From an optimization exercise on the open Yosys and OpenROAD flow, aimed at small area, a short achievable clock period and few clock cycles; shortcuts taken in it are not production practice. In this exercise RTL edits were held to simulation tests only and were not proved equivalent to the original. Power is estimated from default activity; no workload was simulated.

==> v14 <==
==> flow/design.v <==
`timescale 1ns / 1ps
module cpu16(clk, rst, mem_rdata, mem_addr, mem_wdata, mem_we, halted);
	input clk, rst;
	input [15:0] mem_rdata;
	output [15:0] mem_addr, mem_wdata;
	output mem_we, halted;
	reg [15:0] P, AC, R, TR;
	reg Z;
	reg [3:0] cnt;
	reg sEX;    
	reg sOLD;   
	reg sOST;   
	reg sOJ;    
	reg sDAT;   
	reg sFET;   
	reg sLDA;   
	reg sSHL;   
	reg sSHR;   
	reg sHLT;   
	reg selD;   
	wire [5:0] op = mem_rdata[5:0];
	wire b0 = op[0], b1 = op[1], b2 = op[2], b3 = op[3], b4 = op[4], b5 = op[5];
	wire g0 = ~b5 & ~b4, g1 = ~b5 & b4, g2 = b5;
	wire dAS     = g0 & ~b3 & ~b1;           
	wire dSUB    = g0 & ~b3 & ~b1 &  b0;
	wire dNOP    = g0 & ~b3 &  b1 & ~b0;
	wire dLDAC   = g0 & ~b3 &  b1 &  b0;
	wire dMVAC2R = g0 &  b3 & ~b0;
	wire dMVR2AC = g0 &  b3 &  b0;
	wire dMVAC2TR= g1 & ~b3 & ~b1 & ~b0;
	wire dSTAC   = g1 & ~b3 &  b1;
	wire dJ      = g1 &  b3;                 
	wire dMVTR2AC= g2 &  b3;
	wire dLOAD   = g2 & ~b3 &  b2;
	wire dCLAC   = g2 & ~b3 & ~b2 & ~b1 & ~b0;
	wire dSH     = g2 & ~b3 & ~b2 & (b1 ^ b0);   
	wire dEND    = g2 & ~b3 & ~b2 &  b1 &  b0;
	wire rbig = |R[15:4];
	wire rnz = |R[3:0];
	wire rmulti = ~rbig & (R[3] | R[2] | R[1]);    
	wire shlast = (cnt == R[3:0]);
	wire shmore = sEX & dSH & rmulti;
	wire sub = b0;
	wire [15:0] Rx = R ^ {16{sub}};
	wire [16:0] sum17 = {AC, sub} + {Rx, sub};
	wire [15:0] sum = sum17[16:1];
	wire eq = ~|(AC ^ R);
	assign mem_addr = selD ? mem_rdata : sLDA ? AC : P;
	assign mem_wdata = AC;
	assign mem_we = sOST;
	assign halted = sHLT;
	wire padv = (sEX & ~dLOAD & ~shmore) | sDAT | sFET | sOJ |
		((sSHL | sSHR) & shlast);
	wire kD = sDAT;
	wire kSL = (sEX & dSH & b0 & ~rbig & rnz) | sSHL;
	wire kSR = (sEX & dSH & b1 & ~rbig & rnz) | sSHR;
	wire kS = sEX & dAS;
	wire kR = sEX & dMVR2AC;
	wire kT = sEX & dMVTR2AC;
	wire kZ = sEX & (dCLAC | (dSH & rbig));
	wire kH = ~(kD | kSL | kSR | kS | kR | kT | kZ);
	wire [15:0] acn = ({16{kD}} & mem_rdata) | ({16{kSL}} & {AC[14:0], 1'b0}) |
		({16{kSR}} & {1'b0, AC[15:1]}) | ({16{kS}} & sum) | ({16{kR}} & R) |
		({16{kT}} & TR) | ({16{kH}} & AC);
	always @(posedge clk) begin
		if (rst) begin
			P <= 16'd0;
			AC <= 16'd0;
			R <= 16'd0;
			TR <= 16'd0;
			Z <= 1'b0;
			sEX <= 1'b0; sOLD <= 1'b0; sOST <= 1'b0; sOJ <= 1'b0;
			sDAT <= 1'b0; sFET <= 1'b1; sLDA <= 1'b0; sSHL <= 1'b0; sSHR <= 1'b0;
			sHLT <= 1'b0; selD <= 1'b0;
			cnt <= 4'd2;
		end else begin
			if (padv)
				P <= mem_addr + 16'd1;
			AC <= acn;
			if (sEX & dMVAC2R) R <= AC;
			if (sEX & dMVAC2TR) TR <= AC;
			if (sEX & dSUB & eq) Z <= 1'b1;
			else if (sOJ & ~selD) Z <= 1'b0;
			cnt <= (sSHL | sSHR) ? cnt + 4'd1 : 4'd2;
			sEX <= (sEX & ~(dNOP | dLDAC | dSTAC | dJ | dLOAD | dEND | shmore))
				| sDAT | sFET | sOJ | ((sSHL | sSHR) & shlast);
			sOLD <= sEX & dLDAC;
			sOST <= sEX & dSTAC;
			sOJ <= sEX & dJ;
			selD <= sEX & (dLDAC | dSTAC | (dJ & (~b2 | ~Z)));
			sDAT <= sOLD | sLDA;
			sFET <= (sEX & dNOP) | sOST;
			sLDA <= sEX & dLOAD;
			sSHL <= (sEX & dSH & b0 & rmulti) | (sSHL & ~shlast);
			sSHR <= (sEX & dSH & b1 & rmulti) | (sSHR & ~shlast);
			sHLT <= (sEX & dEND) | sHLT;
		end
	end
endmodule
==> flow/run.sh <==
#!/bin/bash
# synth_recipe.tcl (not shown) runs the flow's synth.tcl, then flattens the netlist and writes it again
# the make line also repeats each setting of config.mk as NAME=value (left out here)
make -C /OpenROAD-flow-scripts/flow DESIGN_CONFIG=/design/flow/config.mk WORK_HOME=/design/flow/orfs CLKGATE_MAP_FILE= SYNTH_SCRIPT=/design/flow/synth_recipe.tcl finish
==> flow/config.mk <==
export PLATFORM = sky130hd
export DESIGN_NAME = cpu16
export DESIGN_NICKNAME = cpu16
export VERILOG_FILES = /design/flow/design.v
export SDC_FILE = /design/flow/constraint.sdc
export NUM_CORES = 8
export LEC_CHECK = 0
export CAP_MARGIN = 20
export CORE_MARGIN = 2
export CORE_UTILIZATION = 40
export SETUP_SLACK_MARGIN = 3.0
export SLEW_MARGIN = 20
==> flow/constraint.sdc <==
create_clock -name core_clock -period 6.0 [get_ports {clk}]
set_input_delay 1.2000 -clock core_clock [delete_from_list [all_inputs] [get_ports {clk}]]
set_output_delay 1.2000 -clock core_clock [all_outputs]
set_load 0.01 [all_outputs]
==> v15 (differences from v14) <==
==> flow/design.v (replaced) <==
`timescale 1ns / 1ps
module cpu16(clk, rst, mem_rdata, mem_addr, mem_wdata, mem_we, halted);
	parameter PMB = 4;
	input clk, rst;
	input [15:0] mem_rdata;
	output [15:0] mem_addr, mem_wdata;
	output mem_we, halted;
	reg [15:0] MAR, RET, AC, R, TR;
	reg [5:0] IB;
	reg Z, WE, pm;
	reg [3:0] cnt;
	reg sEX;    
	reg sLD1;   
	reg sLA1;   
	reg sDAT;   
	reg sST1;   
	reg sST2;   
	reg sSKP;   
	reg sFIL;   
	reg sSHL;   
	reg sSHR;   
	reg sHLT;   
	wire [5:0] op = IB;
	wire b0 = op[0], b1 = op[1], b2 = op[2], b3 = op[3], b4 = op[4], b5 = op[5];
	wire g0 = ~b5 & ~b4, g1 = ~b5 & b4, g2 = b5;
	wire dAS     = g0 & ~b3 & ~b1;           
	wire dSUB    = g0 & ~b3 & ~b1 &  b0;
	wire dNOP    = g0 & ~b3 &  b1 & ~b0;
	wire dLDAC   = g0 & ~b3 &  b1 &  b0;
	wire dMVAC2R = g0 &  b3 & ~b0;
	wire dMVR2AC = g0 &  b3 &  b0;
	wire dMVAC2TR= g1 & ~b3 & ~b1 & ~b0;
	wire dSTAC   = g1 & ~b3 &  b1;
	wire dJ      = g1 &  b3;                 
	wire dMVTR2AC= g2 &  b3;
	wire dLOAD   = g2 & ~b3 &  b2;
	wire dCLAC   = g2 & ~b3 & ~b2 & ~b1 & ~b0;
	wire dSH     = g2 & ~b3 & ~b2 & (b1 ^ b0);   
	wire dEND    = g2 & ~b3 & ~b2 &  b1 &  b0;
	wire jtake = dJ & (~b2 | ~Z);
	wire rbig = |R[15:4];
	wire rnz = |R[3:0];
	wire rmulti = ~rbig & (R[3] | R[2] | R[1]);    
	wire shlast = (cnt == R[3:0]);
	wire shmore = sEX & dSH & rmulti;
	wire shend = (sSHL | sSHR) & shlast;
	wire sub = b0;
	wire [15:0] Rx = R ^ {16{sub}};
	wire [16:0] sum17 = {AC, sub} + {Rx, sub};
	wire [15:0] sum = sum17[16:1];
	wire eq = &(AC ^ Rx);    
	assign mem_addr = MAR;
	assign mem_wdata = AC;
	assign mem_we = WE;
	assign halted = sHLT;
	wire [15:0] inc = MAR + 16'd1;
	wire pmn = (mem_rdata[PMB-1:0] == MAR[PMB-1:0]);
	wire kD = sDAT;
	wire kSL = (sEX & dSH & b0 & ~rbig & rnz) | sSHL;
	wire kSR = (sEX & dSH & b1 & ~rbig & rnz) | sSHR;
	wire kS = sEX & dAS;
	wire kR = sEX & dMVR2AC;
	wire kT = sEX & dMVTR2AC;
	wire kZ = sEX & (dCLAC | (dSH & rbig));
	wire kH = ~(kD | kSL | kSR | kS | kR | kT | kZ);
	wire nr = ~rst;
	wire [15:0] acn = ({16{kD & nr}} & mem_rdata) | ({16{kSL & nr}} & {AC[14:0], 1'b0}) |
		({16{kSR & nr}} & {1'b0, AC[15:1]}) | ({16{kS & nr}} & sum) | ({16{kR & nr}} & R) |
		({16{kT & nr}} & TR) | ({16{kH & nr}} & AC);
	wire mD = sEX & (dLDAC | dSTAC | jtake);
	wire mA = sEX & dLOAD;
	wire mR = sLD1 | sLA1 | sST1;
	wire mH = shmore | ((sSHL | sSHR) & ~shlast) | sHLT;
	wire mI = ~(mD | mA | mR | mH);
	wire [15:0] marn = ({16{mD & nr}} & mem_rdata) | ({16{mA & nr}} & AC) |
		({16{mR & nr}} & RET) | ({16{mH & nr}} & MAR) | ({16{mI & nr}} & inc);
	always @(posedge clk) begin
		MAR <= marn;
		AC <= acn;
		if (rst) begin
			R <= 16'd0;
			TR <= 16'd0;
		end else begin
			if (sEX & dMVAC2R) R <= AC;
			if (sEX & dMVAC2TR) TR <= AC;
		end
		if (rst) begin
			Z <= 1'b0;
			WE <= 1'b0;
			sEX <= 1'b0; sLD1 <= 1'b0; sLA1 <= 1'b0; sDAT <= 1'b0; sST1 <= 1'b0;
			sST2 <= 1'b0; sSKP <= 1'b1; sFIL <= 1'b0; sSHL <= 1'b0; sSHR <= 1'b0;
			sHLT <= 1'b0;
			cnt <= 4'd2;
		end else begin
			if (sEX & dSUB & eq) Z <= 1'b1;
			else if (sEX & dJ & b2 & Z) Z <= 1'b0;
			WE <= sEX & dSTAC;
			cnt <= (sSHL | sSHR) ? cnt + 4'd1 : 4'd2;
			sEX <= (sEX & ~(dNOP | dLDAC | dSTAC | dJ | dLOAD | dEND | shmore))
				| sDAT | (sST2 & ~pm) | sFIL | shend;
			sLD1 <= sEX & dLDAC;
			sLA1 <= sEX & dLOAD;
			sDAT <= sLD1 | sLA1;
			sST1 <= sEX & dSTAC;
			sST2 <= sST1;
			sSKP <= sEX & jtake;
			sFIL <= sSKP | (sST2 & pm) | (sEX & (dNOP | (dJ & ~jtake)));
			sSHL <= (sEX & dSH & b0 & rmulti) | (sSHL & ~shlast);
			sSHR <= (sEX & dSH & b1 & rmulti) | (sSHR & ~shlast);
			sHLT <= (sEX & dEND) | sHLT;
		end
		RET <= (dLOAD | (dSTAC & pmn)) ? MAR : inc;
		if (sEX | sLD1 | sST1 | sFIL)
			IB <= mem_rdata[5:0];
		if (sEX) pm <= pmn;
	end
endmodule
==> flow/flow/run.sh (new file) <==
#!/bin/bash
# Layout: the standard flow (standard.sh) with two changes.
#  1. Synthesis is the standard flow's own script (synth_recipe.tcl) and ORFS's synth.tcl,
#     except that ORFS's abc call maps with flow/abc_area.script, an
#     area-recovering script, instead of ORFS's abc_speed.script. Registers,
#     their names and their cells are those of the standard synthesis.
#  2. The buffers that buffer_ports puts on every input and output port are
#     sky130_fd_sc_hd__buf_1 rather than its default choice.
#  3. Clock tree synthesis runs with ORFS's arguments plus -dont_use_dummy_load
#     (no dummy load cells to balance the tree).
# make's output goes to standard_flow.log; ORFS keeps each step's log under orfs/logs.
set -euo pipefail
W=$PWD
F=$W/flow
sed 's#^\(\s*\)log_cmd abc {\*}\$abc_args$#\1log_cmd abc {*}[lreplace $abc_args 0 1 -script '"$F"'/abc_area.script]#' \
  "$FLOW_HOME/scripts/synth.tcl" > "$W/synth_own.tcl"
grep -q "abc_area.script" "$W/synth_own.tcl"
sed 's#^source \$::env(SCRIPTS_DIR)/synth.tcl$#source '"$W"'/synth_own.tcl#' "$W/synth_recipe.tcl" > "$W/synth_recipe_own.tcl"
grep -q "synth_own.tcl" "$W/synth_recipe_own.tcl"
bash standard.sh "SYNTH_SCRIPT=$W/synth_recipe_own.tcl" \
  "BUFFER_PORTS_ARGS=-buffer_cell sky130_fd_sc_hd__buf_1" \
  "CTS_ARGS=-sink_clustering_enable -repair_clock_nets -dont_use_dummy_load -buf_list sky130_fd_sc_hd__clkbuf_8" \
  finish > standard_flow.log 2>&1
==> flow/flow/abc_area.script (new file) <==
&get -n
&st
&dch
&nf -R 1000
&st
&syn2
&dch
&nf -R 1000
&put
buffer -c
topo
stime -c
upsize -c
dnsize -c
==> flow/standard.sh (new file) <==
#!/bin/bash
# synth_recipe.tcl (not shown) runs the flow's synth.tcl, then flattens the netlist and writes it again
# the make line also repeats each setting of config.mk as NAME=value (left out here)
make -C /OpenROAD-flow-scripts/flow DESIGN_CONFIG=/design/flow/config.mk WORK_HOME=/design/flow/orfs CLKGATE_MAP_FILE= SYNTH_SCRIPT=/design/flow/synth_recipe.tcl "${@:-finish}"
Settings changed: CTS_BUF_LIST set to sky130_fd_sc_hd__clkbuf_8, SETUP_SLACK_MARGIN 3.0 to 3.4.
removed: flow/run.sh
==> v38 (differences from v14) <==
==> flow/design.v (replaced) <==
`timescale 1ns / 1ps
module cpu16(clk, rst, mem_rdata, mem_addr, mem_wdata, mem_we, halted);
	input clk, rst;
	input [15:0] mem_rdata;
	output [15:0] mem_addr, mem_wdata;
	output mem_we, halted;
	reg [15:0] MAR, RET, AC, R, TR;
	reg [5:0] IB;
	reg Z, WE, patch;
	reg [3:0] cnt;
	reg sEX;    
	reg sLD1;   
	reg sLA1;   
	reg sDAT;   
	reg sST1;   
	reg sST2;   
	reg sSKP;   
	reg sFIL;   
	reg sSHL;   
	reg sSHR;   
	reg sHLT;   
	wire [5:0] op = IB;
	wire b0 = op[0], b1 = op[1], b2 = op[2], b3 = op[3], b4 = op[4], b5 = op[5];
	wire g0 = ~b5 & ~b4, g1 = ~b5 & b4, g2 = b5;
	wire dAS     = g0 & ~b3 & ~b1;           
	wire dSUB    = g0 & ~b3 & ~b1 &  b0;
	wire dNOP    = g0 & ~b3 &  b1 & ~b0;
	wire dLDAC   = g0 & ~b3 &  b1 &  b0;
	wire dMVAC2R = g0 &  b3 & ~b0;
	wire dMVR2AC = g0 &  b3 &  b0;
	wire dMVAC2TR= g1 & ~b3 & ~b1 & ~b0;
	wire dSTAC   = g1 & ~b3 &  b1;
	wire dJ      = g1 &  b3;                 
	wire dMVTR2AC= g2 &  b3;
	wire dLOAD   = g2 & ~b3 &  b2;
	wire dCLAC   = g2 & ~b3 & ~b2 & ~b1 & ~b0;
	wire dSH     = g2 & ~b3 & ~b2 & (b1 ^ b0);   
	wire dEND    = g2 & ~b3 & ~b2 &  b1 &  b0;
	wire jtake = dJ & (~b2 | ~Z);
	wire rbig = |R[15:4];
	wire rnz = |R[3:0];
	wire rmulti = ~rbig & (R[3] | R[2] | R[1]);    
	wire shlast = (cnt == R[3:0]);
	wire shmore = sEX & dSH & rmulti;
	wire shend = (sSHL | sSHR) & shlast;
	wire sub = b0;
	wire [15:0] Rx = R ^ {16{sub}};
	wire [16:0] sum17 = {AC, sub} + {Rx, sub};
	wire [15:0] sum = sum17[16:1];
	wire eq = &(AC ^ Rx);    
	assign mem_addr = MAR;
	assign mem_wdata = AC;
	assign mem_we = WE;
	assign halted = sHLT;
	wire [15:0] inc = MAR + 16'd1;
	wire kD = sDAT;
	wire kSL = (sEX & dSH & b0 & ~rbig & rnz) | sSHL;
	wire kSR = (sEX & dSH & b1 & ~rbig & rnz) | sSHR;
	wire kS = sEX & dAS;
	wire kR = sEX & dMVR2AC;
	wire kT = sEX & dMVTR2AC;
	wire kZ = sEX & (dCLAC | (dSH & rbig));
	wire kH = ~(kD | kSL | kSR | kS | kR | kT | kZ);
	wire nr = ~rst;
	wire [15:0] acn = ({16{kD & nr}} & mem_rdata) | ({16{kSL & nr}} & {AC[14:0], 1'b0}) |
		({16{kSR & nr}} & {1'b0, AC[15:1]}) | ({16{kS & nr}} & sum) | ({16{kR & nr}} & R) |
		({16{kT & nr}} & TR) | ({16{kH & nr}} & AC);
	wire mD = sEX & (dLDAC | dSTAC | jtake);
	wire mA = sEX & dLOAD;
	wire mR = sLD1 | sLA1 | sST1;
	wire mH = shmore | ((sSHL | sSHR) & ~shlast) | sHLT;
	wire mI = ~(mD | mA | mR | mH);
	wire [15:0] marn = ({16{mD & nr}} & mem_rdata) | ({16{mA & nr}} & AC) |
		({16{mR & nr}} & RET) | ({16{mH & nr}} & MAR) | ({16{mI & nr}} & inc);
	always @(posedge clk) begin
		MAR <= marn;
		AC <= acn;
		if (rst) begin
			R <= 16'd0;
			TR <= 16'd0;
		end else begin
			if (sEX & dMVAC2R) R <= AC;
			if (sEX & dMVAC2TR) TR <= AC;
		end
		if (rst) begin
			Z <= 1'b0;
			WE <= 1'b0;
			sEX <= 1'b0; sLD1 <= 1'b0; sLA1 <= 1'b0; sDAT <= 1'b0; sST1 <= 1'b0;
			sST2 <= 1'b0; sSKP <= 1'b1; sFIL <= 1'b0; sSHL <= 1'b0; sSHR <= 1'b0;
			sHLT <= 1'b0;
			cnt <= 4'd2;
		end else begin
			if (sEX & dSUB & eq) Z <= 1'b1;
			else if (sEX & dJ & b2 & Z) Z <= 1'b0;
			WE <= sEX & dSTAC;
			cnt <= (sSHL | sSHR) ? cnt + 4'd1 : 4'd2;
			sEX <= (sEX & ~(dNOP | dLDAC | dSTAC | dJ | dLOAD | dEND | shmore))
				| sDAT | sST2 | sFIL | shend;
			sLD1 <= sEX & dLDAC;
			sLA1 <= sEX & dLOAD;
			sDAT <= sLD1 | sLA1;
			sST1 <= sEX & dSTAC;
			sST2 <= sST1;
			sSKP <= sEX & jtake;
			sFIL <= sSKP | (sEX & (dNOP | (dJ & ~jtake)));
			sSHL <= (sEX & dSH & b0 & rmulti) | (sSHL & ~shlast);
			sSHR <= (sEX & dSH & b1 & rmulti) | (sSHR & ~shlast);
			sHLT <= (sEX & dEND) | sHLT;
		end
		RET <= dLOAD ? MAR : inc;
		if (sEX | sLD1 | sST1 | sFIL | (sST2 & patch))
			IB <= mem_rdata[5:0];
		if (sEX) patch <= (mem_rdata == MAR);
	end
endmodule
==> flow/flow/run.sh (new file) <==
#!/bin/bash
# Layout: the standard flow (standard.sh) with one change: the buffers
# that buffer_ports puts on every input and output port are
# sky130_fd_sc_hd__buf_1 rather than its default choice.
# make's output goes to standard_flow.log; ORFS keeps each step's log under orfs/logs.
set -euo pipefail
bash standard.sh "BUFFER_PORTS_ARGS=-buffer_cell sky130_fd_sc_hd__buf_1" finish > standard_flow.log 2>&1
==> flow/standard.sh (new file) <==
#!/bin/bash
# synth_recipe.tcl (not shown) runs the flow's synth.tcl, then flattens the netlist and writes it again
# the make line also repeats each setting of config.mk as NAME=value (left out here)
make -C /OpenROAD-flow-scripts/flow DESIGN_CONFIG=/design/flow/config.mk WORK_HOME=/design/flow/orfs CLKGATE_MAP_FILE= SYNTH_SCRIPT=/design/flow/synth_recipe.tcl "${@:-finish}"
Settings changed: SETUP_SLACK_MARGIN 3.0 to 3.4.
removed: flow/run.sh
==> flow_summary.rst <==
.. list-table::
   :header-rows: 1

   * - Metric
     - Value
   * - Result of the run
     - no timing/DRC/antenna violations
   * - Critical path origin
     - IB[0]$_DFFE_PP_
   * - Most common cell after layout, fill and taps aside
     - sky130_fd_sc_hd__nor2_1
   * - Fraction of power spent switching nets
     - 27.70%
   * - Worst hold stages
     - 1
Source of the figures above: v15

==> flow_summary.rst <==
.. list-table::
   :header-rows: 1

   * - Metric
     - Value
   * - Result of the run
     - no timing/DRC/antenna violations
   * - Critical path origin
     - mem_rdata[2]
   * - Fraction of power spent switching nets
     - 27.69%
   * - Worst hold stages
     - 2
   * - Most common cell after layout, fill and taps aside
     - sky130_fd_sc_hd__nand2_1
Source of the figures above: v14

==> flow_summary.rst <==
.. list-table::
   :header-rows: 1

   * - Metric
     - Value
   * - Worst hold stages
     - 2
   * - Fraction of power spent switching nets
     - 25.57%
   * - H-tree lvl count
     - 3
   * - Most common cell after layout, fill and taps aside
     - sky130_fd_sc_hd__dfxtp_1
   * - Critical path origin
     - rst
   * - Result of the run
     - no timing/DRC/antenna violations
Source of the figures above: v38

Testbench counts of v14, summed over its fixed seeds: cycles 48,392.
Testbench counts of v15, summed over its fixed seeds: cycles 48,647.
Testbench counts of v38, summed over its fixed seeds: cycles 48,632.

[re-timing with driven ports]
How much do the figures lean on ideal ports? The routed layouts below were timed once more, with nothing changed but the port constraints. Step 1 sets driving cells, clkbuf_16 on the clock port and buf_2 on the other inputs (assumed; they add their load-dependent delay and slew). Step 2 adds t to the input delays and takes it off the output delays; t is the mean of the earliest and latest rising clock arrival at the registers after step 1. Input paths then give back, and output paths get back, about the clock's delay inside the block. a / b / c = ideal ports / drivers / drivers and shift; a / b = the first two.
run	shift t [ns]	slack for setup (ns)	worst setup path at the end	clock arrival spread, ns	worst register clock-pin slew, ns
v14	0.387	2.998 / 2.869 / 2.558	input to register	0.008 / 0.008	0.06 / 0.06
v15	0.400	3.445 / 3.445 / 3.143	input to register	0.028 / 0.029	0.10 / 0.10
v38	0.383	3.466 / 3.467 / 3.095	input to register	0.008 / 0.008	0.07 / 0.07
After both steps setup and hold are still met in every run listed. The setup slack of v14, which loses most, moves by -0.129 ns with the drivers and by -0.440 ns with both steps.
